This design comes from an exercise in tuning for small area, a short achievable clock period and few clock cycles on the open sky130 flow, not from production work. In this exercise RTL edits were held to simulation tests only and were not proved equivalent to the original.

==> flow/design.v, too long to show whole: its modules and the start of the top module <==
// module goldschmidt_divider: 105 lines
// module gs_mac_n: 417 lines
// module gs_mac_d: 369 lines
module goldschmidt_divider (
    input wire clk,
    input wire rst_n,
    input wire start,
    input wire [15:0] numerator,       
    input wire [15:0] denominator,     
    output wire [15:0] quotient,       
    output reg valid,
    output wire error
);
  // ...
==> flow/flow/run.sh <==
#!/bin/bash
# The standard layout (standard.sh), with one change to synthesis:
# SYNTH_ARGS=-noabc skips the quick ABC pass inside Yosys's "synth" fine
# stage, so extract_fa sees the adder trees as written and maps them to
# full adders without inverters between them.  Registers, their names and
# cell types are those of the standard synthesis; the final ABC mapping,
# floorplan, placement, CTS, routing and constraints are the standard ones.
set -euo pipefail
bash standard.sh SYNTH_ARGS=-noabc finish > standard.log 2>&1
==> flow/standard.sh <==
#!/bin/bash
# synth_recipe.tcl (not shown) runs the flow's synth.tcl, then flattens the netlist and writes it again
# the make line also repeats each setting of config.mk as NAME=value (left out here)
make -C /OpenROAD-flow-scripts/flow DESIGN_CONFIG=/design/flow/config.mk WORK_HOME=/design/flow/orfs CLKGATE_MAP_FILE= SYNTH_SCRIPT=/design/flow/synth_recipe.tcl "${@:-finish}"
==> flow/config.mk <==
export PLATFORM = sky130hd
export DESIGN_NAME = goldschmidt_divider
export DESIGN_NICKNAME = goldschmidt_divider
export VERILOG_FILES = /design/flow/design.v
export SDC_FILE = /design/flow/constraint.sdc
export NUM_CORES = 4
export LEC_CHECK = 0
export ABC_AREA = 1
export CAP_MARGIN = 20
export CORE_MARGIN = 2
export CORE_UTILIZATION = 50
export SETUP_SLACK_MARGIN = 5
export SLEW_MARGIN = 20
==> flow/constraint.sdc <==
create_clock -name core_clock -period 11.0 [get_ports {clk}]
set_input_delay 2.2000 -clock core_clock [delete_from_list [all_inputs] [get_ports {clk}]]
set_output_delay 2.2000 -clock core_clock [all_outputs]
set_load 0.01 [all_outputs]
==> results.yml, run 1 <==
cells_and_area:
  final_common_cell: "nand2_1"
  non_clock_buffer_count: 168
  nFlopsAndLatches: 172
  area_growth_pct: 11.5
  num-nonclk-inverters: 398
  clock_buffers: 17
critical_path:
  cp_num_cells: 16
  crit_fanout: 8
timing:
  hold-worst-slack_ns: 0.485
synthesis:
  synth_ff_type: "dfxtp_1"
  synth_area_um2: 27300
  seq_area_frac_synth_pct: 14.4
  synth_edf_count: 47
  yosys.area_share.simple_pct: 16.9
clocking:
  post-cts-setup-buffers: 53
  cts.sinks: 172
route:
  wirelength_mm: 103
  drc_errors: 0
  wl_per_cell_um: 24.6
outcome:
  status: "no timing/DRC/antenna violations"
placement:
  gp_congestion: 1.04
global_routing:
  gr-usage-met2_pct: 60.2
Testbench counts, summed over its fixed seeds: cycles 112,000.
==> module goldschmidt_divider, before the edit <==
module goldschmidt_divider (
    input wire clk,
    input wire rst_n,
    input wire start,
    input wire [15:0] numerator,       
    input wire [15:0] denominator,     
    output wire [15:0] quotient,       
    output reg valid,
    output wire error
);
reg        busy;
reg [2:0]  cnt;
reg [28:0] xn;       
reg [29:0] accn;
reg [24:0] xd;       
reg [25:0] accd;
reg [11:0] yh;       
reg [6:0]  one_n, two_n, neg_n, one_dn, two_dn, neg_dn;
reg [3:0]  lz;       
reg        eq, dz, d3one;
wire [2:0] cnt_nx = busy ? cnt + 3'd1 : 3'd0;
wire       fin    = cnt[0];      
wire [42:0] sumn;
wire [38:0] sumd;
gs_mac_n mn (.a(accn), .x({xn, 1'b0}), .one(one_n), .two(two_n), .neg(neg_n), .s(sumn));
gs_mac_d md (.a(accd), .x({xd, 1'b0}), .one(~one_dn), .two(~two_dn), .neg(~neg_dn), .s(sumd));
function [20:0] booth;       
    input [12:0] v;
    reg [15:0] w;
    integer i;
    begin
        w = {2'b00, v, 1'b0};
        for (i = 0; i < 7; i = i + 1) begin
            booth[i]      = w[2*i+1] ^ w[2*i];
            booth[7 + i]  = (w[2*i+2] & ~w[2*i+1] & ~w[2*i]) | (~w[2*i+2] & w[2*i+1] & w[2*i]);
            booth[14 + i] = w[2*i+2] & ~(w[2*i+1] & w[2*i]);
        end
    end
endfunction
wire [12:0] nxdig = ~sumd[24:12];    
wire [20:0] bnext = !busy ? booth(f0m1) : fin ? booth({1'b0, yh}) : booth(nxdig);
wire [15:0] d = denominator;
wire        z3 = (d[15:8] == 8'd0);
wire [15:0] d3 = z3 ? {d[7:0], 8'd0} : d;
wire        z2 = (d3[15:12] == 4'd0);
wire [15:0] d2 = z2 ? {d3[11:0], 4'd0} : d3;
wire        z1 = (d2[15:14] == 2'd0);
wire [15:0] d1 = z1 ? {d2[13:0], 2'd0} : d2;
wire        z0 = ~d1[15];
wire [15:0] d0 = z0 ? {d1[14:0], 1'b0} : d1;
wire [11:0] dn = d0[15:4];
reg [12:0] f0m1;     
always @(*) begin
    case (dn[10:8])
        3'd0: f0m1 = 13'd8191;
        3'd1: f0m1 = 13'd7281;
        3'd2: f0m1 = 13'd6553;
        3'd3: f0m1 = 13'd5957;
        3'd4: f0m1 = 13'd5460;
        3'd5: f0m1 = 13'd5040;
        3'd6: f0m1 = 13'd4680;
        default: f0m1 = 13'd4368;
    endcase
end
wire [28:0] n4   = xn + {11'd0, accn[29:12]};
wire [43:0] qsh = {15'd0, n4} << lz;
assign quotient = eq ? 16'h1000 : qsh[31:16];
assign error    = dz;
always @(posedge clk or negedge rst_n) begin
    if (!rst_n) begin
        busy  <= 1'b0;
        valid <= 1'b0;
    end else begin
        valid <= busy & (cnt == 3'd5);
        if (!busy)
            busy <= start;
        else if (cnt == 3'd5)
            busy <= 1'b0;
    end
end
always @(posedge clk) begin
    cnt <= cnt_nx;
    {neg_n, two_n, one_n} <= bnext;
    {neg_dn, two_dn, one_dn} <= ~bnext;
    if (!busy) begin
        xn   <= {2'd0, numerator, 11'd0};
        accn <= {2'd0, numerator, 12'd0};
        xd   <= {2'd0, dn, 11'd0};
        accd <= {2'd0, dn, 12'd0};
        lz   <= {z3, z2, z1, z0};
        eq   <= (numerator == denominator);
        dz   <= (denominator == 16'd0);
    end else if (fin) begin
        accn <= (cnt[2] & d3one) ? 30'd0 : sumn[42:13];
        accd <= sumd[38:13];
    end else begin
        xn   <= sumn[40:12];
        accn <= {sumn[40:12], 1'b0};
        xd   <= sumd[36:12];
        accd <= {sumd[36:12], 1'b0};
        yh   <= ~sumd[36:25];
        d3one <= sumd[36];
    end
end
endmodule
==> module gs_mac_n, before the edit <==
module gs_mac_n (
    input  wire [29:0] a,
    input  wire [29:0] x,
    input  wire [6:0] one, two, neg,
    output wire [42:0] s
);
wire [31:0] x1 = {2'b00, x};
wire [31:0] x2 = {1'b0, x, 1'b0};
wire [31:0] q0 = ({32{one[0]}} & x1 | {32{two[0]}} & x2) ^ {32{neg[0]}};
wire [31:0] q1 = ({32{one[1]}} & x1 | {32{two[1]}} & x2) ^ {32{neg[1]}};
wire [31:0] q2 = ({32{one[2]}} & x1 | {32{two[2]}} & x2) ^ {32{neg[2]}};
wire [31:0] q3 = ({32{one[3]}} & x1 | {32{two[3]}} & x2) ^ {32{neg[3]}};
wire [31:0] q4 = ({32{one[4]}} & x1 | {32{two[4]}} & x2) ^ {32{neg[4]}};
wire [31:0] q5 = ({32{one[5]}} & x1 | {32{two[5]}} & x2) ^ {32{neg[5]}};
wire [31:0] q6 = ({32{one[6]}} & x1 | {32{two[6]}} & x2) ^ {32{neg[6]}};
wire hs0 = q0[8] ^ q1[6];
wire hc0 = q0[8] & q1[6];
wire hs1 = q0[9] ^ q1[7];
wire hc1 = q0[9] & q1[7];
wire fs2 = q0[10] ^ q1[8] ^ q2[6];
wire fc2 = (q0[10] & q1[8]) | (q0[10] & q2[6]) | (q1[8] & q2[6]);
wire hs3 = q3[4] ^ q4[2];
wire hc3 = q3[4] & q4[2];
wire fs4 = q0[11] ^ q1[9] ^ q2[7];
wire fc4 = (q0[11] & q1[9]) | (q0[11] & q2[7]) | (q1[9] & q2[7]);
wire hs5 = q3[5] ^ q4[3];
wire hc5 = q3[5] & q4[3];
wire fs6 = q0[12] ^ q1[10] ^ q2[8];
wire fc6 = (q0[12] & q1[10]) | (q0[12] & q2[8]) | (q1[10] & q2[8]);
wire fs7 = q3[6] ^ q4[4] ^ q5[2];
wire fc7 = (q3[6] & q4[4]) | (q3[6] & q5[2]) | (q4[4] & q5[2]);
wire fs8 = q0[13] ^ q1[11] ^ q2[9];
wire fc8 = (q0[13] & q1[11]) | (q0[13] & q2[9]) | (q1[11] & q2[9]);
wire fs9 = q3[7] ^ q4[5] ^ q5[3];
wire fc9 = (q3[7] & q4[5]) | (q3[7] & q5[3]) | (q4[5] & q5[3]);
wire fs10 = q0[14] ^ q1[12] ^ q2[10];
wire fc10 = (q0[14] & q1[12]) | (q0[14] & q2[10]) | (q1[12] & q2[10]);
wire fs11 = q3[8] ^ q4[6] ^ q5[4];
wire fc11 = (q3[8] & q4[6]) | (q3[8] & q5[4]) | (q4[6] & q5[4]);
wire fs12 = q0[15] ^ q1[13] ^ q2[11];
wire fc12 = (q0[15] & q1[13]) | (q0[15] & q2[11]) | (q1[13] & q2[11]);
wire fs13 = q3[9] ^ q4[7] ^ q5[5];
wire fc13 = (q3[9] & q4[7]) | (q3[9] & q5[5]) | (q4[7] & q5[5]);
wire fs14 = q0[16] ^ q1[14] ^ q2[12];
wire fc14 = (q0[16] & q1[14]) | (q0[16] & q2[12]) | (q1[14] & q2[12]);
wire fs15 = q3[10] ^ q4[8] ^ q5[6];
wire fc15 = (q3[10] & q4[8]) | (q3[10] & q5[6]) | (q4[8] & q5[6]);
wire fs16 = q0[17] ^ q1[15] ^ q2[13];
wire fc16 = (q0[17] & q1[15]) | (q0[17] & q2[13]) | (q1[15] & q2[13]);
wire fs17 = q3[11] ^ q4[9] ^ q5[7];
wire fc17 = (q3[11] & q4[9]) | (q3[11] & q5[7]) | (q4[9] & q5[7]);
wire fs18 = q0[18] ^ q1[16] ^ q2[14];
wire fc18 = (q0[18] & q1[16]) | (q0[18] & q2[14]) | (q1[16] & q2[14]);
wire fs19 = q3[12] ^ q4[10] ^ q5[8];
wire fc19 = (q3[12] & q4[10]) | (q3[12] & q5[8]) | (q4[10] & q5[8]);
wire fs20 = q0[19] ^ q1[17] ^ q2[15];
wire fc20 = (q0[19] & q1[17]) | (q0[19] & q2[15]) | (q1[17] & q2[15]);
wire fs21 = q3[13] ^ q4[11] ^ q5[9];
wire fc21 = (q3[13] & q4[11]) | (q3[13] & q5[9]) | (q4[11] & q5[9]);
wire fs22 = q0[20] ^ q1[18] ^ q2[16];
wire fc22 = (q0[20] & q1[18]) | (q0[20] & q2[16]) | (q1[18] & q2[16]);
wire fs23 = q3[14] ^ q4[12] ^ q5[10];
wire fc23 = (q3[14] & q4[12]) | (q3[14] & q5[10]) | (q4[12] & q5[10]);
wire fs24 = q0[21] ^ q1[19] ^ q2[17];
wire fc24 = (q0[21] & q1[19]) | (q0[21] & q2[17]) | (q1[19] & q2[17]);
wire fs25 = q3[15] ^ q4[13] ^ q5[11];
wire fc25 = (q3[15] & q4[13]) | (q3[15] & q5[11]) | (q4[13] & q5[11]);
wire fs26 = q0[22] ^ q1[20] ^ q2[18];
wire fc26 = (q0[22] & q1[20]) | (q0[22] & q2[18]) | (q1[20] & q2[18]);
wire fs27 = q3[16] ^ q4[14] ^ q5[12];
wire fc27 = (q3[16] & q4[14]) | (q3[16] & q5[12]) | (q4[14] & q5[12]);
wire fs28 = q0[23] ^ q1[21] ^ q2[19];
wire fc28 = (q0[23] & q1[21]) | (q0[23] & q2[19]) | (q1[21] & q2[19]);
wire fs29 = q3[17] ^ q4[15] ^ q5[13];
wire fc29 = (q3[17] & q4[15]) | (q3[17] & q5[13]) | (q4[15] & q5[13]);
wire fs30 = q0[24] ^ q1[22] ^ q2[20];
wire fc30 = (q0[24] & q1[22]) | (q0[24] & q2[20]) | (q1[22] & q2[20]);
wire fs31 = q3[18] ^ q4[16] ^ q5[14];
wire fc31 = (q3[18] & q4[16]) | (q3[18] & q5[14]) | (q4[16] & q5[14]);
wire fs32 = q0[25] ^ q1[23] ^ q2[21];
wire fc32 = (q0[25] & q1[23]) | (q0[25] & q2[21]) | (q1[23] & q2[21]);
wire fs33 = q3[19] ^ q4[17] ^ q5[15];
wire fc33 = (q3[19] & q4[17]) | (q3[19] & q5[15]) | (q4[17] & q5[15]);
wire fs34 = q0[26] ^ q1[24] ^ q2[22];
wire fc34 = (q0[26] & q1[24]) | (q0[26] & q2[22]) | (q1[24] & q2[22]);
wire fs35 = q3[20] ^ q4[18] ^ q5[16];
wire fc35 = (q3[20] & q4[18]) | (q3[20] & q5[16]) | (q4[18] & q5[16]);
wire fs36 = q0[27] ^ q1[25] ^ q2[23];
wire fc36 = (q0[27] & q1[25]) | (q0[27] & q2[23]) | (q1[25] & q2[23]);
wire fs37 = q3[21] ^ q4[19] ^ q5[17];
wire fc37 = (q3[21] & q4[19]) | (q3[21] & q5[17]) | (q4[19] & q5[17]);
wire fs38 = q0[28] ^ q1[26] ^ q2[24];
wire fc38 = (q0[28] & q1[26]) | (q0[28] & q2[24]) | (q1[26] & q2[24]);
wire fs39 = q3[22] ^ q4[20] ^ q5[18];
wire fc39 = (q3[22] & q4[20]) | (q3[22] & q5[18]) | (q4[20] & q5[18]);
wire fs40 = q0[29] ^ q1[27] ^ q2[25];
wire fc40 = (q0[29] & q1[27]) | (q0[29] & q2[25]) | (q1[27] & q2[25]);
wire fs41 = q3[23] ^ q4[21] ^ q5[19];
wire fc41 = (q3[23] & q4[21]) | (q3[23] & q5[19]) | (q4[21] & q5[19]);
wire fs42 = q0[30] ^ q1[28] ^ q2[26];
wire fc42 = (q0[30] & q1[28]) | (q0[30] & q2[26]) | (q1[28] & q2[26]);
wire hs43 = q3[24] ^ q4[22];
wire hc43 = q3[24] & q4[22];
wire fs44 = q0[31] ^ q1[29] ^ q2[27];
wire fc44 = (q0[31] & q1[29]) | (q0[31] & q2[27]) | (q1[29] & q2[27]);
wire hs45 = q3[25] ^ q4[23];
wire hc45 = q3[25] & q4[23];
wire fs46 = q0[31] ^ q1[30] ^ q2[28];
wire fc46 = (q0[31] & q1[30]) | (q0[31] & q2[28]) | (q1[30] & q2[28]);
wire hs47 = q3[26] ^ q4[24];
wire hc47 = q3[26] & q4[24];
wire fs48 = ~q0[31] ^ ~q1[31] ^ q2[29];
wire fc48 = (~q0[31] & ~q1[31]) | (~q0[31] & q2[29]) | (~q1[31] & q2[29]);
wire hs49 = q3[27] ^ q4[25];
wire hc49 = q3[27] & q4[25];
wire fs50 = 1'b1 ^ q2[30] ^ q3[28];
wire fc50 = (1'b1 & q2[30]) | (1'b1 & q3[28]) | (q2[30] & q3[28]);
wire hs51 = q0[4] ^ q1[2];
wire hc51 = q0[4] & q1[2];
wire hs52 = q0[5] ^ q1[3];
wire hc52 = q0[5] & q1[3];
wire fs53 = q0[6] ^ q1[4] ^ q2[2];
wire fc53 = (q0[6] & q1[4]) | (q0[6] & q2[2]) | (q1[4] & q2[2]);
wire hs54 = q3[0] ^ neg[3];
wire hc54 = q3[0] & neg[3];
wire fs55 = q0[7] ^ q1[5] ^ q2[3];
wire fc55 = (q0[7] & q1[5]) | (q0[7] & q2[3]) | (q1[5] & q2[3]);
wire hs56 = q3[1] ^ a[7];
wire hc56 = q3[1] & a[7];
wire fs57 = q2[4] ^ q3[2] ^ q4[0];
wire fc57 = (q2[4] & q3[2]) | (q2[4] & q4[0]) | (q3[2] & q4[0]);
wire fs58 = neg[4] ^ a[8] ^ hs0;
wire fc58 = (neg[4] & a[8]) | (neg[4] & hs0) | (a[8] & hs0);
wire fs59 = q2[5] ^ q3[3] ^ q4[1];
wire fc59 = (q2[5] & q3[3]) | (q2[5] & q4[1]) | (q3[3] & q4[1]);
wire fs60 = a[9] ^ hs1 ^ hc0;
wire fc60 = (a[9] & hs1) | (a[9] & hc0) | (hs1 & hc0);
wire fs61 = q5[0] ^ neg[5] ^ a[10];
wire fc61 = (q5[0] & neg[5]) | (q5[0] & a[10]) | (neg[5] & a[10]);
wire fs62 = fs2 ^ hs3 ^ hc1;
wire fc62 = (fs2 & hs3) | (fs2 & hc1) | (hs3 & hc1);
wire fs63 = q5[1] ^ a[11] ^ fs4;
wire fc63 = (q5[1] & a[11]) | (q5[1] & fs4) | (a[11] & fs4);
wire fs64 = hs5 ^ fc2 ^ hc3;
wire fc64 = (hs5 & fc2) | (hs5 & hc3) | (fc2 & hc3);
wire fs65 = q6[0] ^ a[12] ^ fs6;
wire fc65 = (q6[0] & a[12]) | (q6[0] & fs6) | (a[12] & fs6);
wire fs66 = fs7 ^ fc4 ^ hc5;
wire fc66 = (fs7 & fc4) | (fs7 & hc5) | (fc4 & hc5);
wire fs67 = q6[1] ^ a[13] ^ fs8;
wire fc67 = (q6[1] & a[13]) | (q6[1] & fs8) | (a[13] & fs8);
wire fs68 = fs9 ^ fc6 ^ fc7;
wire fc68 = (fs9 & fc6) | (fs9 & fc7) | (fc6 & fc7);
wire fs69 = q6[2] ^ a[14] ^ fs10;
wire fc69 = (q6[2] & a[14]) | (q6[2] & fs10) | (a[14] & fs10);
wire fs70 = fs11 ^ fc8 ^ fc9;
wire fc70 = (fs11 & fc8) | (fs11 & fc9) | (fc8 & fc9);
wire fs71 = q6[3] ^ a[15] ^ fs12;
wire fc71 = (q6[3] & a[15]) | (q6[3] & fs12) | (a[15] & fs12);
wire fs72 = fs13 ^ fc10 ^ fc11;
wire fc72 = (fs13 & fc10) | (fs13 & fc11) | (fc10 & fc11);
wire fs73 = q6[4] ^ a[16] ^ fs14;
wire fc73 = (q6[4] & a[16]) | (q6[4] & fs14) | (a[16] & fs14);
wire fs74 = fs15 ^ fc12 ^ fc13;
wire fc74 = (fs15 & fc12) | (fs15 & fc13) | (fc12 & fc13);
wire fs75 = q6[5] ^ a[17] ^ fs16;
wire fc75 = (q6[5] & a[17]) | (q6[5] & fs16) | (a[17] & fs16);
wire fs76 = fs17 ^ fc14 ^ fc15;
wire fc76 = (fs17 & fc14) | (fs17 & fc15) | (fc14 & fc15);
wire fs77 = q6[6] ^ a[18] ^ fs18;
wire fc77 = (q6[6] & a[18]) | (q6[6] & fs18) | (a[18] & fs18);
wire fs78 = fs19 ^ fc16 ^ fc17;
wire fc78 = (fs19 & fc16) | (fs19 & fc17) | (fc16 & fc17);
wire fs79 = q6[7] ^ a[19] ^ fs20;
wire fc79 = (q6[7] & a[19]) | (q6[7] & fs20) | (a[19] & fs20);
wire fs80 = fs21 ^ fc18 ^ fc19;
wire fc80 = (fs21 & fc18) | (fs21 & fc19) | (fc18 & fc19);
wire fs81 = q6[8] ^ a[20] ^ fs22;
wire fc81 = (q6[8] & a[20]) | (q6[8] & fs22) | (a[20] & fs22);
wire fs82 = fs23 ^ fc20 ^ fc21;
wire fc82 = (fs23 & fc20) | (fs23 & fc21) | (fc20 & fc21);
wire fs83 = q6[9] ^ a[21] ^ fs24;
wire fc83 = (q6[9] & a[21]) | (q6[9] & fs24) | (a[21] & fs24);
wire fs84 = fs25 ^ fc22 ^ fc23;
wire fc84 = (fs25 & fc22) | (fs25 & fc23) | (fc22 & fc23);
wire fs85 = q6[10] ^ a[22] ^ fs26;
wire fc85 = (q6[10] & a[22]) | (q6[10] & fs26) | (a[22] & fs26);
wire fs86 = fs27 ^ fc24 ^ fc25;
wire fc86 = (fs27 & fc24) | (fs27 & fc25) | (fc24 & fc25);
wire fs87 = q6[11] ^ a[23] ^ fs28;
wire fc87 = (q6[11] & a[23]) | (q6[11] & fs28) | (a[23] & fs28);
wire fs88 = fs29 ^ fc26 ^ fc27;
wire fc88 = (fs29 & fc26) | (fs29 & fc27) | (fc26 & fc27);
wire fs89 = q6[12] ^ a[24] ^ fs30;
wire fc89 = (q6[12] & a[24]) | (q6[12] & fs30) | (a[24] & fs30);
wire fs90 = fs31 ^ fc28 ^ fc29;
wire fc90 = (fs31 & fc28) | (fs31 & fc29) | (fc28 & fc29);
wire fs91 = q6[13] ^ a[25] ^ fs32;
wire fc91 = (q6[13] & a[25]) | (q6[13] & fs32) | (a[25] & fs32);
wire fs92 = fs33 ^ fc30 ^ fc31;
wire fc92 = (fs33 & fc30) | (fs33 & fc31) | (fc30 & fc31);
wire fs93 = q6[14] ^ a[26] ^ fs34;
wire fc93 = (q6[14] & a[26]) | (q6[14] & fs34) | (a[26] & fs34);
wire fs94 = fs35 ^ fc32 ^ fc33;
wire fc94 = (fs35 & fc32) | (fs35 & fc33) | (fc32 & fc33);
wire fs95 = q6[15] ^ a[27] ^ fs36;
wire fc95 = (q6[15] & a[27]) | (q6[15] & fs36) | (a[27] & fs36);
wire fs96 = fs37 ^ fc34 ^ fc35;
wire fc96 = (fs37 & fc34) | (fs37 & fc35) | (fc34 & fc35);
wire fs97 = q6[16] ^ a[28] ^ fs38;
wire fc97 = (q6[16] & a[28]) | (q6[16] & fs38) | (a[28] & fs38);
wire fs98 = fs39 ^ fc36 ^ fc37;
wire fc98 = (fs39 & fc36) | (fs39 & fc37) | (fc36 & fc37);
wire fs99 = q6[17] ^ a[29] ^ fs40;
wire fc99 = (q6[17] & a[29]) | (q6[17] & fs40) | (a[29] & fs40);
wire fs100 = fs41 ^ fc38 ^ fc39;
wire fc100 = (fs41 & fc38) | (fs41 & fc39) | (fc38 & fc39);
wire fs101 = q5[20] ^ q6[18] ^ fs42;
wire fc101 = (q5[20] & q6[18]) | (q5[20] & fs42) | (q6[18] & fs42);
wire fs102 = hs43 ^ fc40 ^ fc41;
wire fc102 = (hs43 & fc40) | (hs43 & fc41) | (fc40 & fc41);
wire fs103 = q5[21] ^ q6[19] ^ fs44;
wire fc103 = (q5[21] & q6[19]) | (q5[21] & fs44) | (q6[19] & fs44);
wire fs104 = hs45 ^ fc42 ^ hc43;
wire fc104 = (hs45 & fc42) | (hs45 & hc43) | (fc42 & hc43);
wire fs105 = q5[22] ^ q6[20] ^ fs46;
wire fc105 = (q5[22] & q6[20]) | (q5[22] & fs46) | (q6[20] & fs46);
wire fs106 = hs47 ^ fc44 ^ hc45;
wire fc106 = (hs47 & fc44) | (hs47 & hc45) | (fc44 & hc45);
wire fs107 = q5[23] ^ q6[21] ^ fs48;
wire fc107 = (q5[23] & q6[21]) | (q5[23] & fs48) | (q6[21] & fs48);
wire fs108 = hs49 ^ fc46 ^ hc47;
wire fc108 = (hs49 & fc46) | (hs49 & hc47) | (fc46 & hc47);
wire fs109 = q4[26] ^ q5[24] ^ q6[22];
wire fc109 = (q4[26] & q5[24]) | (q4[26] & q6[22]) | (q5[24] & q6[22]);
wire fs110 = fs50 ^ fc48 ^ hc49;
wire fc110 = (fs50 & fc48) | (fs50 & hc49) | (fc48 & hc49);
wire fs111 = ~q2[31] ^ q3[29] ^ q4[27];
wire fc111 = (~q2[31] & q3[29]) | (~q2[31] & q4[27]) | (q3[29] & q4[27]);
wire fs112 = q5[25] ^ q6[23] ^ fc50;
wire fc112 = (q5[25] & q6[23]) | (q5[25] & fc50) | (q6[23] & fc50);
wire fs113 = 1'b1 ^ q3[30] ^ q4[28];
wire fc113 = (1'b1 & q3[30]) | (1'b1 & q4[28]) | (q3[30] & q4[28]);
wire hs114 = q5[26] ^ q6[24];
wire hc114 = q5[26] & q6[24];
wire fs115 = ~q3[31] ^ q4[29] ^ q5[27];
wire fc115 = (~q3[31] & q4[29]) | (~q3[31] & q5[27]) | (q4[29] & q5[27]);
wire hs116 = 1'b1 ^ q4[30];
wire hc116 = 1'b1 & q4[30];
wire hs117 = q0[2] ^ q1[0];
wire hc117 = q0[2] & q1[0];
wire hs118 = q0[3] ^ q1[1];
wire hc118 = q0[3] & q1[1];
wire fs119 = q2[0] ^ neg[2] ^ a[4];
wire fc119 = (q2[0] & neg[2]) | (q2[0] & a[4]) | (neg[2] & a[4]);
wire fs120 = q2[1] ^ a[5] ^ hs52;
wire fc120 = (q2[1] & a[5]) | (q2[1] & hs52) | (a[5] & hs52);
wire fs121 = a[6] ^ fs53 ^ hs54;
wire fc121 = (a[6] & fs53) | (a[6] & hs54) | (fs53 & hs54);
wire fs122 = fs55 ^ hs56 ^ fc53;
wire fc122 = (fs55 & hs56) | (fs55 & fc53) | (hs56 & fc53);
wire fs123 = fs57 ^ fs58 ^ fc55;
wire fc123 = (fs57 & fs58) | (fs57 & fc55) | (fs58 & fc55);
wire fs124 = fs59 ^ fs60 ^ fc57;
wire fc124 = (fs59 & fs60) | (fs59 & fc57) | (fs60 & fc57);
wire fs125 = fs61 ^ fs62 ^ fc59;
wire fc125 = (fs61 & fs62) | (fs61 & fc59) | (fs62 & fc59);
wire fs126 = fs63 ^ fs64 ^ fc61;
wire fc126 = (fs63 & fs64) | (fs63 & fc61) | (fs64 & fc61);
wire fs127 = fs65 ^ fs66 ^ fc63;
wire fc127 = (fs65 & fs66) | (fs65 & fc63) | (fs66 & fc63);
wire fs128 = fs67 ^ fs68 ^ fc65;
wire fc128 = (fs67 & fs68) | (fs67 & fc65) | (fs68 & fc65);
wire fs129 = fs69 ^ fs70 ^ fc67;
wire fc129 = (fs69 & fs70) | (fs69 & fc67) | (fs70 & fc67);
wire fs130 = fs71 ^ fs72 ^ fc69;
wire fc130 = (fs71 & fs72) | (fs71 & fc69) | (fs72 & fc69);
wire fs131 = fs73 ^ fs74 ^ fc71;
wire fc131 = (fs73 & fs74) | (fs73 & fc71) | (fs74 & fc71);
wire fs132 = fs75 ^ fs76 ^ fc73;
wire fc132 = (fs75 & fs76) | (fs75 & fc73) | (fs76 & fc73);
wire fs133 = fs77 ^ fs78 ^ fc75;
wire fc133 = (fs77 & fs78) | (fs77 & fc75) | (fs78 & fc75);
wire fs134 = fs79 ^ fs80 ^ fc77;
wire fc134 = (fs79 & fs80) | (fs79 & fc77) | (fs80 & fc77);
wire fs135 = fs81 ^ fs82 ^ fc79;
wire fc135 = (fs81 & fs82) | (fs81 & fc79) | (fs82 & fc79);
wire fs136 = fs83 ^ fs84 ^ fc81;
wire fc136 = (fs83 & fs84) | (fs83 & fc81) | (fs84 & fc81);
wire fs137 = fs85 ^ fs86 ^ fc83;
wire fc137 = (fs85 & fs86) | (fs85 & fc83) | (fs86 & fc83);
wire fs138 = fs87 ^ fs88 ^ fc85;
wire fc138 = (fs87 & fs88) | (fs87 & fc85) | (fs88 & fc85);
wire fs139 = fs89 ^ fs90 ^ fc87;
wire fc139 = (fs89 & fs90) | (fs89 & fc87) | (fs90 & fc87);
wire fs140 = fs91 ^ fs92 ^ fc89;
wire fc140 = (fs91 & fs92) | (fs91 & fc89) | (fs92 & fc89);
wire fs141 = fs93 ^ fs94 ^ fc91;
wire fc141 = (fs93 & fs94) | (fs93 & fc91) | (fs94 & fc91);
wire fs142 = fs95 ^ fs96 ^ fc93;
wire fc142 = (fs95 & fs96) | (fs95 & fc93) | (fs96 & fc93);
wire fs143 = fs97 ^ fs98 ^ fc95;
wire fc143 = (fs97 & fs98) | (fs97 & fc95) | (fs98 & fc95);
wire fs144 = fs99 ^ fs100 ^ fc97;
wire fc144 = (fs99 & fs100) | (fs99 & fc97) | (fs100 & fc97);
wire fs145 = fs101 ^ fs102 ^ fc99;
wire fc145 = (fs101 & fs102) | (fs101 & fc99) | (fs102 & fc99);
wire fs146 = fs103 ^ fs104 ^ fc101;
wire fc146 = (fs103 & fs104) | (fs103 & fc101) | (fs104 & fc101);
wire fs147 = fs105 ^ fs106 ^ fc103;
wire fc147 = (fs105 & fs106) | (fs105 & fc103) | (fs106 & fc103);
wire fs148 = fs107 ^ fs108 ^ fc105;
wire fc148 = (fs107 & fs108) | (fs107 & fc105) | (fs108 & fc105);
wire fs149 = fs109 ^ fs110 ^ fc107;
wire fc149 = (fs109 & fs110) | (fs109 & fc107) | (fs110 & fc107);
wire fs150 = fs111 ^ fs112 ^ fc109;
wire fc150 = (fs111 & fs112) | (fs111 & fc109) | (fs112 & fc109);
wire fs151 = fs113 ^ hs114 ^ fc111;
wire fc151 = (fs113 & hs114) | (fs113 & fc111) | (hs114 & fc111);
wire fs152 = q6[25] ^ fs115 ^ fc113;
wire fc152 = (q6[25] & fs115) | (q6[25] & fc113) | (fs115 & fc113);
wire fs153 = q5[28] ^ q6[26] ^ hs116;
wire fc153 = (q5[28] & q6[26]) | (q5[28] & hs116) | (q6[26] & hs116);
wire fs154 = ~q4[31] ^ q5[29] ^ q6[27];
wire fc154 = (~q4[31] & q5[29]) | (~q4[31] & q6[27]) | (q5[29] & q6[27]);
wire hs155 = 1'b1 ^ q5[30];
wire hc155 = 1'b1 & q5[30];
wire hs156 = q0[0] ^ neg[0];
wire hc156 = q0[0] & neg[0];
wire hs157 = q0[1] ^ a[1];
wire hc157 = q0[1] & a[1];
wire fs158 = neg[1] ^ a[2] ^ hs117;
wire fc158 = (neg[1] & a[2]) | (neg[1] & hs117) | (a[2] & hs117);
wire fs159 = a[3] ^ hs118 ^ hc117;
wire fc159 = (a[3] & hs118) | (a[3] & hc117) | (hs118 & hc117);
wire fs160 = hs51 ^ fs119 ^ hc118;
wire fc160 = (hs51 & fs119) | (hs51 & hc118) | (fs119 & hc118);
wire fs161 = hc51 ^ fs120 ^ fc119;
wire fc161 = (hc51 & fs120) | (hc51 & fc119) | (fs120 & fc119);
wire fs162 = hc52 ^ fs121 ^ fc120;
wire fc162 = (hc52 & fs121) | (hc52 & fc120) | (fs121 & fc120);
wire fs163 = hc54 ^ fs122 ^ fc121;
wire fc163 = (hc54 & fs122) | (hc54 & fc121) | (fs122 & fc121);
wire fs164 = hc56 ^ fs123 ^ fc122;
wire fc164 = (hc56 & fs123) | (hc56 & fc122) | (fs123 & fc122);
wire fs165 = fc58 ^ fs124 ^ fc123;
wire fc165 = (fc58 & fs124) | (fc58 & fc123) | (fs124 & fc123);
wire fs166 = fc60 ^ fs125 ^ fc124;
wire fc166 = (fc60 & fs125) | (fc60 & fc124) | (fs125 & fc124);
wire fs167 = fc62 ^ fs126 ^ fc125;
wire fc167 = (fc62 & fs126) | (fc62 & fc125) | (fs126 & fc125);
wire fs168 = fc64 ^ fs127 ^ fc126;
wire fc168 = (fc64 & fs127) | (fc64 & fc126) | (fs127 & fc126);
wire fs169 = fc66 ^ fs128 ^ fc127;
wire fc169 = (fc66 & fs128) | (fc66 & fc127) | (fs128 & fc127);
wire fs170 = fc68 ^ fs129 ^ fc128;
wire fc170 = (fc68 & fs129) | (fc68 & fc128) | (fs129 & fc128);
wire fs171 = fc70 ^ fs130 ^ fc129;
wire fc171 = (fc70 & fs130) | (fc70 & fc129) | (fs130 & fc129);
wire fs172 = fc72 ^ fs131 ^ fc130;
wire fc172 = (fc72 & fs131) | (fc72 & fc130) | (fs131 & fc130);
wire fs173 = fc74 ^ fs132 ^ fc131;
wire fc173 = (fc74 & fs132) | (fc74 & fc131) | (fs132 & fc131);
wire fs174 = fc76 ^ fs133 ^ fc132;
wire fc174 = (fc76 & fs133) | (fc76 & fc132) | (fs133 & fc132);
wire fs175 = fc78 ^ fs134 ^ fc133;
wire fc175 = (fc78 & fs134) | (fc78 & fc133) | (fs134 & fc133);
wire fs176 = fc80 ^ fs135 ^ fc134;
wire fc176 = (fc80 & fs135) | (fc80 & fc134) | (fs135 & fc134);
wire fs177 = fc82 ^ fs136 ^ fc135;
wire fc177 = (fc82 & fs136) | (fc82 & fc135) | (fs136 & fc135);
wire fs178 = fc84 ^ fs137 ^ fc136;
wire fc178 = (fc84 & fs137) | (fc84 & fc136) | (fs137 & fc136);
wire fs179 = fc86 ^ fs138 ^ fc137;
wire fc179 = (fc86 & fs138) | (fc86 & fc137) | (fs138 & fc137);
wire fs180 = fc88 ^ fs139 ^ fc138;
wire fc180 = (fc88 & fs139) | (fc88 & fc138) | (fs139 & fc138);
wire fs181 = fc90 ^ fs140 ^ fc139;
wire fc181 = (fc90 & fs140) | (fc90 & fc139) | (fs140 & fc139);
wire fs182 = fc92 ^ fs141 ^ fc140;
wire fc182 = (fc92 & fs141) | (fc92 & fc140) | (fs141 & fc140);
wire fs183 = fc94 ^ fs142 ^ fc141;
wire fc183 = (fc94 & fs142) | (fc94 & fc141) | (fs142 & fc141);
wire fs184 = fc96 ^ fs143 ^ fc142;
wire fc184 = (fc96 & fs143) | (fc96 & fc142) | (fs143 & fc142);
wire fs185 = fc98 ^ fs144 ^ fc143;
wire fc185 = (fc98 & fs144) | (fc98 & fc143) | (fs144 & fc143);
wire fs186 = fc100 ^ fs145 ^ fc144;
wire fc186 = (fc100 & fs145) | (fc100 & fc144) | (fs145 & fc144);
wire fs187 = fc102 ^ fs146 ^ fc145;
wire fc187 = (fc102 & fs146) | (fc102 & fc145) | (fs146 & fc145);
wire fs188 = fc104 ^ fs147 ^ fc146;
wire fc188 = (fc104 & fs147) | (fc104 & fc146) | (fs147 & fc146);
wire fs189 = fc106 ^ fs148 ^ fc147;
wire fc189 = (fc106 & fs148) | (fc106 & fc147) | (fs148 & fc147);
wire fs190 = fc108 ^ fs149 ^ fc148;
wire fc190 = (fc108 & fs149) | (fc108 & fc148) | (fs149 & fc148);
wire fs191 = fc110 ^ fs150 ^ fc149;
wire fc191 = (fc110 & fs150) | (fc110 & fc149) | (fs150 & fc149);
wire fs192 = fc112 ^ fs151 ^ fc150;
wire fc192 = (fc112 & fs151) | (fc112 & fc150) | (fs151 & fc150);
wire fs193 = hc114 ^ fs152 ^ fc151;
wire fc193 = (hc114 & fs152) | (hc114 & fc151) | (fs152 & fc151);
wire fs194 = fc115 ^ fs153 ^ fc152;
wire fc194 = (fc115 & fs153) | (fc115 & fc152) | (fs153 & fc152);
wire fs195 = hc116 ^ fs154 ^ fc153;
wire fc195 = (hc116 & fs154) | (hc116 & fc153) | (fs154 & fc153);
wire fs196 = q6[28] ^ hs155 ^ fc154;
wire fc196 = (q6[28] & hs155) | (q6[28] & fc154) | (hs155 & fc154);
wire fs197 = ~q5[31] ^ q6[29] ^ hc155;
wire fc197 = (~q5[31] & q6[29]) | (~q5[31] & hc155) | (q6[29] & hc155);
wire hs198 = 1'b1 ^ q6[30];
wire hc198 = 1'b1 & q6[30];
wire [42:0] t0 = {hs198, fs197, fs196, fs195, fs194, fs193, fs192, fs191, fs190, fs189, fs188, fs187, fs186, fs185, fs184, fs183, fs182, fs181, fs180, fs179, fs178, fs177, fs176, fs175, fs174, fs173, fs172, fs171, fs170, fs169, fs168, fs167, fs166, fs165, fs164, fs163, fs162, fs161, fs160, fs159, fs158, hs157, a[0]};
wire [42:0] t1 = {fc197, fc196, fc195, fc194, fc193, fc192, fc191, fc190, fc189, fc188, fc187, fc186, fc185, fc184, fc183, fc182, fc181, fc180, fc179, fc178, fc177, fc176, fc175, fc174, fc173, fc172, fc171, fc170, fc169, fc168, fc167, fc166, fc165, fc164, fc163, fc162, fc161, fc160, fc159, fc158, hc157, hc156, hs156};
assign s = t0 + t1;
endmodule
==> run 2: changes to the inputs <==
--- a/flow/design.v
+++ b/flow/design.v
@@ -57,17 +57,19 @@
         3'd2: f0m1 = 13'd6553;
         3'd3: f0m1 = 13'd5957;
         3'd4: f0m1 = 13'd5460;
         3'd5: f0m1 = 13'd5040;
         3'd6: f0m1 = 13'd4680;
         default: f0m1 = 13'd4368;
     endcase
 end
-wire [28:0] n4   = xn + {11'd0, accn[29:12]};
+reg  [10:0] xinc;
+wire [18:0] n4lo = {1'b0, xn[17:0]} + {1'b0, accn[29:12]};
+wire [28:0] n4   = {n4lo[18] ? xinc : xn[28:18], n4lo[17:0]};
 wire [43:0] qsh = {15'd0, n4} << lz;
 assign quotient = eq ? 16'h1000 : qsh[31:16];
 assign error    = dz;
 always @(posedge clk or negedge rst_n) begin
     if (!rst_n) begin
         busy  <= 1'b0;
         valid <= 1'b0;
     end else begin
@@ -75,16 +77,17 @@
         if (!busy)
             busy <= start;
         else if (cnt == 3'd5)
             busy <= 1'b0;
     end
 end
 always @(posedge clk) begin
     cnt <= cnt_nx;
+    xinc <= xn[28:18] + 11'd1;
     {neg_n, two_n, one_n} <= bnext;
     {neg_dn, two_dn, one_dn} <= ~bnext;
     if (!busy) begin
         xn   <= {2'd0, numerator, 11'd0};
         accn <= {2'd0, numerator, 12'd0};
         xd   <= {2'd0, dn, 11'd0};
         accd <= {2'd0, dn, 12'd0};
         lz   <= {z3, z2, z1, z0};
@@ -513,17 +516,17 @@
 wire fs196 = q6[28] ^ hs155 ^ fc154;
 wire fc196 = (q6[28] & hs155) | (q6[28] & fc154) | (hs155 & fc154);
 wire fs197 = ~q5[31] ^ q6[29] ^ hc155;
 wire fc197 = (~q5[31] & q6[29]) | (~q5[31] & hc155) | (q6[29] & hc155);
 wire hs198 = 1'b1 ^ q6[30];
 wire hc198 = 1'b1 & q6[30];
 wire [42:0] t0 = {hs198, fs197, fs196, fs195, fs194, fs193, fs192, fs191, fs190, fs189, fs188, fs187, fs186, fs185, fs184, fs183, fs182, fs181, fs180, fs179, fs178, fs177, fs176, fs175, fs174, fs173, fs172, fs171, fs170, fs169, fs168, fs167, fs166, fs165, fs164, fs163, fs162, fs161, fs160, fs159, fs158, hs157, a[0]};
 wire [42:0] t1 = {fc197, fc196, fc195, fc194, fc193, fc192, fc191, fc190, fc189, fc188, fc187, fc186, fc185, fc184, fc183, fc182, fc181, fc180, fc179, fc178, fc177, fc176, fc175, fc174, fc173, fc172, fc171, fc170, fc169, fc168, fc167, fc166, fc165, fc164, fc163, fc162, fc161, fc160, fc159, fc158, hc157, hc156, hs156};
-assign s = t0 + t1;
+gs_add43 add (.a(t0), .b(t1), .s(s));
 endmodule
 module gs_mac_d (
     input  wire [25:0] a,
     input  wire [25:0] x,
     input  wire [6:0] one, two, neg,
     output wire [38:0] s
 );
 wire [27:0] x1 = {2'b00, x};
@@ -882,10 +885,236 @@
 wire fs172 = q6[24] ^ hs135 ^ fc134;
 wire fc172 = (q6[24] & hs135) | (q6[24] & fc134) | (hs135 & fc134);
 wire fs173 = ~q5[27] ^ q6[25] ^ hc135;
 wire fc173 = (~q5[27] & q6[25]) | (~q5[27] & hc135) | (q6[25] & hc135);
 wire hs174 = 1'b1 ^ q6[26];
 wire hc174 = 1'b1 & q6[26];
 wire [38:0] t0 = {hs174, fs173, fs172, fs171, fs170, fs169, fs168, fs167, fs166, fs165, fs164, fs163, fs162, fs161, fs160, fs159, fs158, fs157, fs156, fs155, fs154, fs153, fs152, fs151, fs150, fs149, fs148, fs147, fs146, fs145, fs144, fs143, fs142, fs141, fs140, fs139, fs138, hs137, a[0]};
 wire [38:0] t1 = {fc173, fc172, fc171, fc170, fc169, fc168, fc167, fc166, fc165, fc164, fc163, fc162, fc161, fc160, fc159, fc158, fc157, fc156, fc155, fc154, fc153, fc152, fc151, fc150, fc149, fc148, fc147, fc146, fc145, fc144, fc143, fc142, fc141, fc140, fc139, fc138, hc137, hc136, hs136};
-assign s = t0 + t1;
+gs_add39 add (.a(t0), .b(t1), .s(s));
+endmodule
+module gs_add43 (
+    input  wire [42:0] a, b,
+    output wire [42:0] s
+);
+wire [42:0] p = a ^ b;
+wire [42:0] g = a & b;
+wire G0 = g[1] | (p[1] & g[0]);
+wire G1 = g[3] | (p[3] & g[2]);
+wire P1 = p[3] & p[2];
+wire G2 = g[5] | (p[5] & g[4]);
+wire P2 = p[5] & p[4];
+wire G3 = g[7] | (p[7] & g[6]);
+wire P3 = p[7] & p[6];
+wire G4 = g[9] | (p[9] & g[8]);
+wire P4 = p[9] & p[8];
+wire G5 = g[11] | (p[11] & g[10]);
+wire P5 = p[11] & p[10];
+wire G6 = g[13] | (p[13] & g[12]);
+wire P6 = p[13] & p[12];
+wire G7 = g[15] | (p[15] & g[14]);
+wire P7 = p[15] & p[14];
+wire G8 = g[17] | (p[17] & g[16]);
+wire P8 = p[17] & p[16];
+wire G9 = g[19] | (p[19] & g[18]);
+wire P9 = p[19] & p[18];
+wire G10 = g[21] | (p[21] & g[20]);
+wire P10 = p[21] & p[20];
+wire G11 = g[23] | (p[23] & g[22]);
+wire P11 = p[23] & p[22];
+wire G12 = g[25] | (p[25] & g[24]);
+wire P12 = p[25] & p[24];
+wire G13 = g[27] | (p[27] & g[26]);
+wire P13 = p[27] & p[26];
+wire G14 = g[29] | (p[29] & g[28]);
+wire P14 = p[29] & p[28];
+wire G15 = g[31] | (p[31] & g[30]);
+wire P15 = p[31] & p[30];
+wire G16 = g[33] | (p[33] & g[32]);
+wire P16 = p[33] & p[32];
+wire G17 = g[35] | (p[35] & g[34]);
+wire P17 = p[35] & p[34];
+wire G18 = g[37] | (p[37] & g[36]);
+wire P18 = p[37] & p[36];
+wire G19 = g[39] | (p[39] & g[38]);
+wire P19 = p[39] & p[38];
+wire G20 = g[41] | (p[41] & g[40]);
+wire P20 = p[41] & p[40];
+wire G21 = G1 | (P1 & G0);
+wire G22 = G3 | (P3 & G2);
+wire P22 = P3 & P2;
+wire G23 = G5 | (P5 & G4);
+wire P23 = P5 & P4;
+wire G24 = G7 | (P7 & G6);
+wire P24 = P7 & P6;
+wire G25 = G9 | (P9 & G8);
+wire P25 = P9 & P8;
+wire G26 = G11 | (P11 & G10);
+wire P26 = P11 & P10;
+wire G27 = G13 | (P13 & G12);
+wire P27 = P13 & P12;
+wire G28 = G15 | (P15 & G14);
+wire P28 = P15 & P14;
+wire G29 = G17 | (P17 & G16);
+wire P29 = P17 & P16;
+wire G30 = G19 | (P19 & G18);
+wire P30 = P19 & P18;
+wire G31 = G22 | (P22 & G21);
+wire G32 = G24 | (P24 & G23);
+wire P32 = P24 & P23;
+wire G33 = G26 | (P26 & G25);
+wire P33 = P26 & P25;
+wire G34 = G28 | (P28 & G27);
+wire P34 = P28 & P27;
+wire G35 = G30 | (P30 & G29);
+wire P35 = P30 & P29;
+wire G36 = G32 | (P32 & G31);
+wire G37 = G34 | (P34 & G33);
+wire P37 = P34 & P33;
+wire G38 = G37 | (P37 & G36);
+wire G39 = G33 | (P33 & G36);
+wire G40 = G35 | (P35 & G38);
+wire G41 = G23 | (P23 & G31);
+wire G42 = G25 | (P25 & G36);
+wire G43 = G27 | (P27 & G39);
+wire G44 = G29 | (P29 & G38);
+wire G45 = G2 | (P2 & G21);
+wire G46 = G4 | (P4 & G31);
+wire G47 = G6 | (P6 & G41);
+wire G48 = G8 | (P8 & G36);
+wire G49 = G10 | (P10 & G42);
+wire G50 = G12 | (P12 & G39);
+wire G51 = G14 | (P14 & G43);
+wire G52 = G16 | (P16 & G38);
+wire G53 = G18 | (P18 & G44);
+wire G54 = G20 | (P20 & G40);
+wire G55 = g[2] | (p[2] & G0);
+wire G56 = g[4] | (p[4] & G21);
+wire G57 = g[6] | (p[6] & G45);
+wire G58 = g[8] | (p[8] & G31);
+wire G59 = g[10] | (p[10] & G46);
+wire G60 = g[12] | (p[12] & G41);
+wire G61 = g[14] | (p[14] & G47);
+wire G62 = g[16] | (p[16] & G36);
+wire G63 = g[18] | (p[18] & G48);
+wire G64 = g[20] | (p[20] & G42);
+wire G65 = g[22] | (p[22] & G49);
+wire G66 = g[24] | (p[24] & G39);
+wire G67 = g[26] | (p[26] & G50);
+wire G68 = g[28] | (p[28] & G43);
+wire G69 = g[30] | (p[30] & G51);
+wire G70 = g[32] | (p[32] & G38);
+wire G71 = g[34] | (p[34] & G52);
+wire G72 = g[36] | (p[36] & G44);
+wire G73 = g[38] | (p[38] & G53);
+wire G74 = g[40] | (p[40] & G40);
+wire G75 = g[42] | (p[42] & G54);
+wire [42:0] c = {G54, G74, G40, G73, G53, G72, G44, G71, G52, G70, G38, G69, G51, G68, G43, G67, G50, G66, G39, G65, G49, G64, G42, G63, G48, G62, G36, G61, G47, G60, G41, G59, G46, G58, G31, G57, G45, G56, G21, G55, G0, g[0], 1'b0};
+assign s = p ^ c;
+endmodule
+module gs_add39 (
+    input  wire [38:0] a, b,
+    output wire [38:0] s
+);
+wire [38:0] p = a ^ b;
+wire [38:0] g = a & b;
+wire G0 = g[1] | (p[1] & g[0]);
+wire G1 = g[3] | (p[3] & g[2]);
+wire P1 = p[3] & p[2];
+wire G2 = g[5] | (p[5] & g[4]);
+wire P2 = p[5] & p[4];
+wire G3 = g[7] | (p[7] & g[6]);
+wire P3 = p[7] & p[6];
+wire G4 = g[9] | (p[9] & g[8]);
+wire P4 = p[9] & p[8];
+wire G5 = g[11] | (p[11] & g[10]);
+wire P5 = p[11] & p[10];
+wire G6 = g[13] | (p[13] & g[12]);
+wire P6 = p[13] & p[12];
+wire G7 = g[15] | (p[15] & g[14]);
+wire P7 = p[15] & p[14];
+wire G8 = g[17] | (p[17] & g[16]);
+wire P8 = p[17] & p[16];
+wire G9 = g[19] | (p[19] & g[18]);
+wire P9 = p[19] & p[18];
+wire G10 = g[21] | (p[21] & g[20]);
+wire P10 = p[21] & p[20];
+wire G11 = g[23] | (p[23] & g[22]);
+wire P11 = p[23] & p[22];
+wire G12 = g[25] | (p[25] & g[24]);
+wire P12 = p[25] & p[24];
+wire G13 = g[27] | (p[27] & g[26]);
+wire P13 = p[27] & p[26];
+wire G14 = g[29] | (p[29] & g[28]);
+wire P14 = p[29] & p[28];
+wire G15 = g[31] | (p[31] & g[30]);
+wire P15 = p[31] & p[30];
+wire G16 = g[33] | (p[33] & g[32]);
+wire P16 = p[33] & p[32];
+wire G17 = g[35] | (p[35] & g[34]);
+wire P17 = p[35] & p[34];
+wire G18 = g[37] | (p[37] & g[36]);
+wire P18 = p[37] & p[36];
+wire G19 = G1 | (P1 & G0);
+wire G20 = G3 | (P3 & G2);
+wire P20 = P3 & P2;
+wire G21 = G5 | (P5 & G4);
+wire P21 = P5 & P4;
+wire G22 = G7 | (P7 & G6);
+wire P22 = P7 & P6;
+wire G23 = G9 | (P9 & G8);
+wire P23 = P9 & P8;
+wire G24 = G11 | (P11 & G10);
+wire P24 = P11 & P10;
+wire G25 = G13 | (P13 & G12);
+wire P25 = P13 & P12;
+wire G26 = G15 | (P15 & G14);
+wire P26 = P15 & P14;
+wire G27 = G17 | (P17 & G16);
+wire P27 = P17 & P16;
+wire G28 = G20 | (P20 & G19);
+wire G29 = G22 | (P22 & G21);
+wire P29 = P22 & P21;
+wire G30 = G24 | (P24 & G23);
+wire P30 = P24 & P23;
+wire G31 = G26 | (P26 & G25);
+wire P31 = P26 & P25;
+wire G32 = G29 | (P29 & G28);
+wire G33 = G31 | (P31 & G30);
+wire P33 = P31 & P30;
+wire G34 = G33 | (P33 & G32);
+wire G35 = G30 | (P30 & G32);
+wire G36 = G21 | (P21 & G28);
+wire G37 = G23 | (P23 & G32);
+wire G38 = G25 | (P25 & G35);
+wire G39 = G27 | (P27 & G34);
+wire G40 = G2 | (P2 & G19);
+wire G41 = G4 | (P4 & G28);
+wire G42 = G6 | (P6 & G36);
+wire G43 = G8 | (P8 & G32);
+wire G44 = G10 | (P10 & G37);
+wire G45 = G12 | (P12 & G35);
+wire G46 = G14 | (P14 & G38);
+wire G47 = G16 | (P16 & G34);
+wire G48 = G18 | (P18 & G39);
+wire G49 = g[2] | (p[2] & G0);
+wire G50 = g[4] | (p[4] & G19);
+wire G51 = g[6] | (p[6] & G40);
+wire G52 = g[8] | (p[8] & G28);
+wire G53 = g[10] | (p[10] & G41);
+wire G54 = g[12] | (p[12] & G36);
+wire G55 = g[14] | (p[14] & G42);
+wire G56 = g[16] | (p[16] & G32);
+wire G57 = g[18] | (p[18] & G43);
+wire G58 = g[20] | (p[20] & G37);
+wire G59 = g[22] | (p[22] & G44);
+wire G60 = g[24] | (p[24] & G35);
+wire G61 = g[26] | (p[26] & G45);
+wire G62 = g[28] | (p[28] & G38);
+wire G63 = g[30] | (p[30] & G46);
+wire G64 = g[32] | (p[32] & G34);
+wire G65 = g[34] | (p[34] & G47);
+wire G66 = g[36] | (p[36] & G39);
+wire G67 = g[38] | (p[38] & G48);
+wire [38:0] c = {G48, G66, G39, G65, G47, G64, G34, G63, G46, G62, G38, G61, G45, G60, G35, G59, G44, G58, G37, G57, G43, G56, G32, G55, G42, G54, G36, G53, G41, G52, G28, G51, G40, G50, G19, G49, G0, g[0], 1'b0};
+assign s = p ^ c;
 endmodule
==> results.yml, run 2 <==
timing:
  max-slew-margin-rel_pct: 29.2
  hold-worst-slack_ns: 0.476
  finalCritPeriodShare_pct: 53.9
  period_needed_ns: 5.92
  worstMarginPinSlew_ns: 1.06
  fmax_ghz: 0.169
  setup_tns_ns: 0
  slew_viol_final: 0
  worst_slack_ns: 5.08
  setup_viol: 0
  finalHoldViolations: 0
  skew_ns: 0.0186
  rsz0062_at_grt: "yes"
worst_hold_path:
  holdPathStages: 2
  min_from: "cnt[2]"
  hp-class: "reg2reg"
  worstHoldEndpoint: "valid"
route:
  dr.max_layer_used: "met4"
  wl_met1_mm: 33.7
  num_vias: 22559
  drtIter0Drc: 2045
  ant_nets: 0
  vias_per_cell: 6.15
  wl_per_cell_um: 23.7
  met3WireLength_mm: 4.94
  dr_wl_met2_mm: 42.4
  firstDrtPassIters: 6
  drc_errors: 0
  wirelength_mm: 87.0
placement:
  io_buffers: 52
  dp_worst_setup_slack_ns: 3.92
  gp_congestion: 0.929
  hpwl_mm: 62.5
  dpl_cell_area_um2: 26400
synthesis:
  synth_area_um2: 25700
  synth_edf_count: 47
  synthDistinctLibCells: 60
  synth-seq-cells: 183
  yosys-top-cells-area: "fa_1, xor2_1, dfxtp_1"
  syn_inst: 2937
  async_flop_share_pct: 1.09
  seq_area_frac_synth_pct: 16.1
  synthesis.nets: 3477
  synth_top_area_cell: "fa_1"
  synthTopCellsByCount: "o22ai_1, xor2_1, fa_1"
  yosysWarnings: 1
  yosysMostFrequentCell: "o22ai_1"
  synth_top_area_share_pct: 27.4
  synth_ff_type: "dfxtp_1"
  syn_avg_cell_area_um2: 8.75
global_routing:
  grt_use_total_pct: 32.8
  antenna_found_initial: 0
  first_global_vias: 22755
  grt_pass1_wl_mm: 133
  overflow: 0
  grt_max_degree: 87
clocking:
  htreeDepth: 4
  cts.sinks: 183
  clockBufferDepth: 2
  clk_pin_slew_worst_paths_ns: 0.09
  cts_root_buffer: "clkbuf_16"
  holdBufCountCts: 0
  insertion_delay_ns: 0.49
  cts_tree: "yes"
  cts_buffers: 17
critical_path:
  end_kind: "register"
  cp.required_ns: 11.38
  critPathSlowestCell: "fa_1"
  path_cells: "clkinvlp_4, buf_12, o22ai_1, xor2_1, fa_1, fa_1, fa_1, fa_1, ha_4, a21oi_4, nor2_1, a211oi_1, o211ai_1, a21boi_4, o21ai_2, fa_2, xor2_2, inv_1, ha_1, inv_1, o211ai_1, a21boi_2, inv_2"
  r2r_cells: 23
  crit_buf_inv: 5
  crit_fanout: 5
  slowest_delay_ns: 0.57
  cp-start-kind: "register"
  critical_path_class: "reg2reg"
  reg2reg_slack_ns: 5.08
  crit_family: "adder cells"
  r2r_start: "xd[5]"
  crit_top_cell: "fa_1"
  arrival_ns: 6.31
  r2r_end: "one_dn[6]"
cells_and_area:
  final_cell_mix: "o22ai_1, xor2_1, fa_1"
  reg.largest.list: "accn (29), xn (29)"
  nets: 3513
  area_growth_pct: 14.1
  final_common_cell: "o22ai_1"
  post_route_cells_drive_above_1_share_pct: 15.8
  num-fill-cells: 4603
  design_area_um2: 29300
floorplanning:
  core_um2: 51100
  ios: 53
  num_rows: 83
  die_x_um: 231
  start_util_pct: 50.3
  die_area_um2: 53200
  die_y_um: 231
flow_run:
  maxCapViolations: 0
outcome:
  status: "no timing/DRC/antenna violations"
## run 2: changes by cell type after synthesis, sizes merged, moves of 19 or more
cell / previous run / this run
nand2: 573 / 367
o21ai: 176 / 106
o22ai: 367 / 388
fa: 323 / 351
a21oi: 147 / 74
nor2: 211 / 82
inv: 383 / 300
buf: 72 / 91
## run 2: how the worst max path moves through the flow
stage | from | end | slack, ns | cells past startpoint
5_1_grt | xd[5] | one_dn[6] | 4.81 | 23
2_1_floorplan | neg_dn[3] | one_dn[6] | 5.05 | 22
3_3_place_gp | neg_dn[4] | neg_dn[5] | 4.08 | 21
3_5_place_dp | neg_dn[4] | one_n[5] | 3.92 | 19
4_1_cts | xd[3] | one_dn[6] | 5.00 | 23
6_report | xd[5] | one_dn[6] | 5.08 | 23
## run 2: metal layers
metal,track usage (%),vias to the layer above
met1,40.1,11266
met5,0,-
met4,18.0,0
li1,-,10046
met3,4.35,280
met2,56.2,967
## run 2: worst reg2reg max path: cells and delay by family (launching register included)
family,cells,cell delay [ns]
adder cells (fa/ha/maj),7,3.00
AO/OA/AOI/OAI,8,1.60
buffers and inverters,5,0.43
XOR/XNOR,2,0.39
flip-flops,1,0.35
AND/OR/NAND/NOR,1,0.07
## run 2: cell type report
class | instances | area (µm²) | area share [%]
Inverter | 309 | 1400 | 4.78
Tap cell | 680 | 851 | 2.90
Multi-Input combinational cell | 2242 | 20100 | 68.7
Sequential cell | 183 | 4230 | 14.4
Clock inverter | 15 | 218 | 0.743
Clock buffer | 17 | 425 | 1.45
Antenna cell | 1 | 2.50 | 0.00854
Timing Repair Buffer | 218 | 2030 | 6.92
Timing Repair inverter | 2 | 12.5 | 0.0427
## run 2: cells by family after synthesis
family,Yosys count,share of synthesized area (%)
fa+ha+maj,505,34.9
simple gates,697,12.4
flops,183,16.1
xor+xnor,391,13.3
compound gates,649,15.6
buf+inv,512,7.68
## run 2: what timing repair did
item                       in CTS  in global routing
setup endpoints to repair     128                114
gates resized for setup        95                146
cloned                          0                  2
setup buffers                  80                 67
pin swaps                       5                 43
## run 2: stage by stage
step	instances	util (%)
4_1_cts	3597	54.8
3_5_place_dp	3485	51.7
2_1_floorplan	2937	-
6_report	3667	57.4
3_3_place_gp	3485	51.7
5_1_grt	3666	57.3
Testbench counts of run 2, summed over its fixed seeds: cycles 112,000.

re-timing with driven ports:
How much do the figures lean on ideal ports? The routed layouts below were timed once more, with nothing changed but the port constraints. Step 1: set_driving_cell puts a clkbuf_16 on clk and a buf_2 on each other input, an assumption about the parent block. Step 2 times the ports against the registers' clock, not the clock port: input delays grow and output delays shrink by t, the midpoint of the rising clock arrivals with the driver on. Three values: ideal ports, drivers, drivers and shift; two values: the first two.
run	t, ns	slack for setup (ns)	worst setup path after step 2	slew at the worst register clock pin (ns)
run 1	0.552	5.068 / 5.068 / 5.068	register to register	0.09 / 0.09
run 2	0.542	5.076 / 5.076 / 4.943	input to register	0.09 / 0.09
After both steps every run listed still meets setup and hold. For run 2, which loses most, drivers alone change the setup slack by 0.000 ns; drivers and shift together by -0.133 ns.
